This design comes from an exercise in tuning for small area on the open sky130 flow, not from production work.
Function was checked by simulation only, so behaviour that the tests miss may differ from the original.

==> inputs of exp/indigo <==
// risc_cpu
module risc_cpu (
    input         clk, reset,
    output [31:0] PC,
    input  [31:0] Instr,
    output        MemWrite,
    output [31:0] Mem_WrAddr, Mem_WrData,
    input  [31:0] ReadData
);
wire        is_load, is_store, is_branch, is_jump, reg_write;
wire        a_pc, a_rs1, b_rs2, sub, inv_a;
wire        s_slt, st_mid, st_hi;
wire [31:0] immm;
wire [2:0]  f3 = Instr[14:12];
controller c (Instr, is_load, is_store, is_branch, is_jump, reg_write,
              a_pc, a_rs1, b_rs2, sub, inv_a, immm,
              s_slt, st_mid, st_hi);
wire [31:0] a, rs2x, wdx_lo, wdx_hi;
wire        t;
reg_file rf (clk, reg_write, Instr[11:7], wdx_lo, wdx_hi,
             Instr[19:15], a_rs1, inv_a, PC, a_pc,
             Instr[24:20], sub, a, rs2x, t);
wire [31:0] bx, p, g, sum, shn, pc4, pcimm, pcn;
wire [4:0]  k0_lo, kl_lo, kr_lo, k0_hi, kl_hi, kr_hi;
wire        slt, taken;
wire        s_ld0, s_ld1, s_ld2, sx1, sx2;
  ...
==> module rf_row, before the edit <==
module rf_row (
    input             clk,
    input             s, ns,
    input      [31:0] wdx,
    output reg [31:0] q
);
always @(posedge clk) q <= ~((q | {32{s}}) & (wdx | {32{ns}}));
endmodule
==> module reg_file, before the edit <==
module reg_file (
    input         clk,
    input         we,
    input  [4:0]  wa,
    input  [31:0] wdx_lo, wdx_hi,    
    input  [4:0]  ra1,
    input         en1, inv1,
    input  [31:0] x1,
    input         x1sel,
    input  [4:0]  ra2,
    input         inv2,
    output [31:0] rd1, rd2,
    output        t
);
wire [30:0] ws, wns, s1a, s1b, s2a, s2b;
wire        pol1, pol2;
rf_toggle tg  (clk, t);
rf_wdec   dw  (wa, we, ws, wns);
rf_dec    d1a (ra1, en1, s1a);
rf_dec    d1b (ra1, en1, s1b);
rf_dec    d2a (ra2, 1'b1, s2a);
rf_dec    d2b (ra2, 1'b1, s2b);
rf_pol    pl (t, ra1, ra2, en1, inv1, inv2, pol1, pol2);
wire [31:0] q [0:30];
genvar g, b;
generate
    for (g = 0; g < 31; g = g + 1) begin : row
        rf_row r (clk, ws[g], wns[g], (g < 16) ? wdx_lo : wdx_hi, q[g]);
    end
    for (b = 0; b < 32; b = b + 1) begin : col_b
        wire [30:0] col;
        for (g = 0; g < 31; g = g + 1) begin : c
            assign col[g] = q[g][b];
        end
        rf_rdbit  p1 (col, (b < 16) ? s1a : s1b, x1[b], x1sel, pol1, rd1[b]);
        rf_rdbit2 p2 (col, (b < 16) ? s2a : s2b, pol2, rd2[b]);
    end
endgenerate
endmodule
==> flow/config.mk <==
export PLATFORM = sky130hd
export DESIGN_NAME = risc_cpu
export DESIGN_NICKNAME = risc_cpu
export VERILOG_FILES = /design/flow/design.v
export SDC_FILE = /design/flow/constraint.sdc
export NUM_CORES = 4
export LEC_CHECK = 0
export CAP_MARGIN = 20
export CELL_PAD_IN_SITES_DETAIL_PLACEMENT = 1
export CELL_PAD_IN_SITES_GLOBAL_PLACEMENT = 1
export CORE_AREA = 2.5 2.5 342.5 342.5
export DIE_AREA = 0 0 345 345
export GPL_TIMING_DRIVEN = 0
export SETUP_SLACK_MARGIN = 0.1
export SLEW_MARGIN = 20
export SYNTH_HIERARCHICAL = 1
==> flow/constraint.sdc <==
create_clock -name core_clock -period 20.0 [get_ports {clk}]
set_input_delay 4.0000 -clock core_clock [delete_from_list [all_inputs] [get_ports {clk}]]
set_output_delay 4.0000 -clock core_clock [all_outputs]
set_load 0.01 [all_outputs]
standard.sh (not shown) runs the stock make flow with config.mk's settings and CLKGATE_MAP_FILE= SYNTH_SCRIPT=/design/flow/synth_recipe.tcl, a recipe that flattens the netlist after the stock synthesis.
==> flow/flow/run.sh <==
#!/bin/bash
# Own flow: the standard layout (standard.sh) with
#  - the synthesised cells taken down to drive strength 1 after the
#    floorplan (the later repair steps size up what timing, slew and
#    capacitance need),
#  - drive-strength-1 port buffers,
#  - a clock tree of clkbuf_8 with larger sink clusters and no dummy loads.
# Each step's full output goes to a log file of its own here.
set -euo pipefail
HERE=$(pwd)
KNOBS=(
  "POST_FLOORPLAN_TCL=$HERE/flow/downsize_hook.tcl"
  "BUFFER_PORTS_ARGS=-buffer_cell sky130_fd_sc_hd__buf_1"
  "CTS_ARGS=-sink_clustering_enable -repair_clock_nets -dont_use_dummy_load -buf_list sky130_fd_sc_hd__clkbuf_8 -sink_clustering_size 14 -sink_clustering_max_diameter 80"
)
bash standard.sh synth > synth.log 2>&1
bash standard.sh "${KNOBS[@]}" floorplan > floorplan.log 2>&1
bash standard.sh "${KNOBS[@]}" place > place.log 2>&1
bash standard.sh "${KNOBS[@]}" cts > cts.log 2>&1
bash standard.sh "${KNOBS[@]}" finish > finish.log 2>&1
==> flow/flow/downsize_hook.tcl <==
# POST_FLOORPLAN hook: swap every cell for the drive-strength-1 cell of its
# kind; the later repair steps size up what timing, slew and capacitance need.
set db [ord::get_db]
set n 0
foreach inst [[ord::get_db_block] getInsts] {
  set name [[$inst getMaster] getName]
  if {[regexp {^(sky130_fd_sc_hd__[a-z0-9]+)_([0-9]+)$} $name -> base drv] && $drv > 1} {
    set m [$db findMaster ${base}_1]
    if {$m != "NULL"} {
      $inst swapMaster $m
      incr n
    }
  }
}
puts "downsized $n cells"
==> exp/garnet: changes against exp/indigo <==
--- a/flow/design.v
+++ b/flow/design.v
@@ -42,11 +42,13 @@
 endmodule
 module rf_row (
     input             clk,
-    input             s, ns,
+    input             s_lo, ns_lo, s_hi, ns_hi,
     input      [31:0] wdx,
     output reg [31:0] q
 );
-always @(posedge clk) q <= ~((q | {32{s}}) & (wdx | {32{ns}}));
+wire [31:0] s  = {{16{s_hi}},  {16{s_lo}}};
+wire [31:0] ns = {{16{ns_hi}}, {16{ns_lo}}};
+always @(posedge clk) q <= ~((q | s) & (wdx | ns));
 endmodule
 module rf_dec (
     input  [4:0]  a,
@@ -102,10 +104,11 @@
     output [31:0] rd1, rd2,
     output        t
 );
-wire [30:0] ws, wns, s1a, s1b, s2a, s2b;
+wire [30:0] wsa, wnsa, wsb, wnsb, s1a, s1b, s2a, s2b;
 wire        pol1, pol2;
 rf_toggle tg  (clk, t);
-rf_wdec   dw  (wa, we, ws, wns);
+rf_wdec   dwa (wa, we, wsa, wnsa);
+rf_wdec   dwb (wa, we, wsb, wnsb);
 rf_dec    d1a (ra1, en1, s1a);
 rf_dec    d1b (ra1, en1, s1b);
 rf_dec    d2a (ra2, 1'b1, s2a);
@@ -115,7 +118,7 @@
 genvar g, b;
 generate
     for (g = 0; g < 31; g = g + 1) begin : row
-        rf_row r (clk, ws[g], wns[g], (g < 16) ? wdx_lo : wdx_hi, q[g]);
+        rf_row r (clk, wsa[g], wnsa[g], wsb[g], wnsb[g], (g < 16) ? wdx_lo : wdx_hi, q[g]);
     end
     for (b = 0; b < 32; b = b + 1) begin : col_b
         wire [30:0] col;
--- a/flow/config.mk
+++ b/flow/config.mk
@@ -8,9 +8,8 @@
 export CAP_MARGIN = 20
 export CELL_PAD_IN_SITES_DETAIL_PLACEMENT = 1
 export CELL_PAD_IN_SITES_GLOBAL_PLACEMENT = 1
-export CORE_AREA = 2.5 2.5 342.5 342.5
-export DIE_AREA = 0 0 345 345
+export CORE_MARGIN = 2
+export CORE_UTILIZATION = 35
 export GPL_TIMING_DRIVEN = 0
-export SETUP_SLACK_MARGIN = 0.1
 export SLEW_MARGIN = 20
 export SYNTH_HIERARCHICAL = 1
==> flow_summary.toml <==
[run_status]
status = "no timing/DRC/antenna violations"

[timing]
post-route-period-util = 0.975

[final_layout]
layout.filler_cells = 16900

[die]
floorplan.initialDensity = 0.352
area_enclosed_by_the_die_boundary_um2 = 153000

[power_and_ir_drop]
power.share.sequential = 0.475
power_report.internal_total_mw = 4.54

[detailed_routing]
m1WireLength_mm = 95.0

[synth]
per_instance_average_area_after_synthesis_um2 = 11.8
(the above is from exp/garnet)
==> flow_summary.toml <==
[final_layout]
n_clock_buffer = 87
drive_above_1_share = 0.0758
leading_cell_kind = "multi-input gates"
signal_buffer_area_fraction = 0.0452

[run_status]
status = "no timing/DRC/antenna violations"

[die]
die-width_um = 345
floorplan.initialDensity = 0.407
area_enclosed_by_the_die_boundary_um2 = 119000

[global_routing]
antenna_violations_before_repair = 7

[place]
globalplace.congestion = 0.967

[synth]
per_instance_average_area_after_synthesis_um2 = 10.9

[timing]
post-route-period-util = 0.982

[power_and_ir_drop]
power.share.sequential = 0.481
power_report.internal_total_mw = 4.49
(the above is from exp/indigo)

## re-timing with driven ports
No port has a modelled driver above. Below, the same layouts with a new extraction and two added sets of constraints.
Step 1: set_driving_cell puts a clkbuf_16 on clk and a buf_2 on each other input, an assumption about the parent block.
Step 2, shift: input delay + t, output delay - t, t = (earliest + latest rising clock arrival at the registers) / 2. This alone moves slack from input paths to output paths.
a / b / c = ideal ports / drivers / drivers and shift; a / b = the first two.
run | t, ns | setup WS [ns] | clock arrival spread, ns
exp/indigo | 0.815 | 0.367 / 0.337 / 0.337 | 0.123 / 0.123
exp/garnet | 0.862 | 0.496 / 0.470 / 0.470 | 0.167 / 0.166
After both steps setup and hold are still met in every run listed. The setup slack of exp/indigo, which loses most, moves by -0.030 ns with the drivers and by -0.030 ns with both steps.
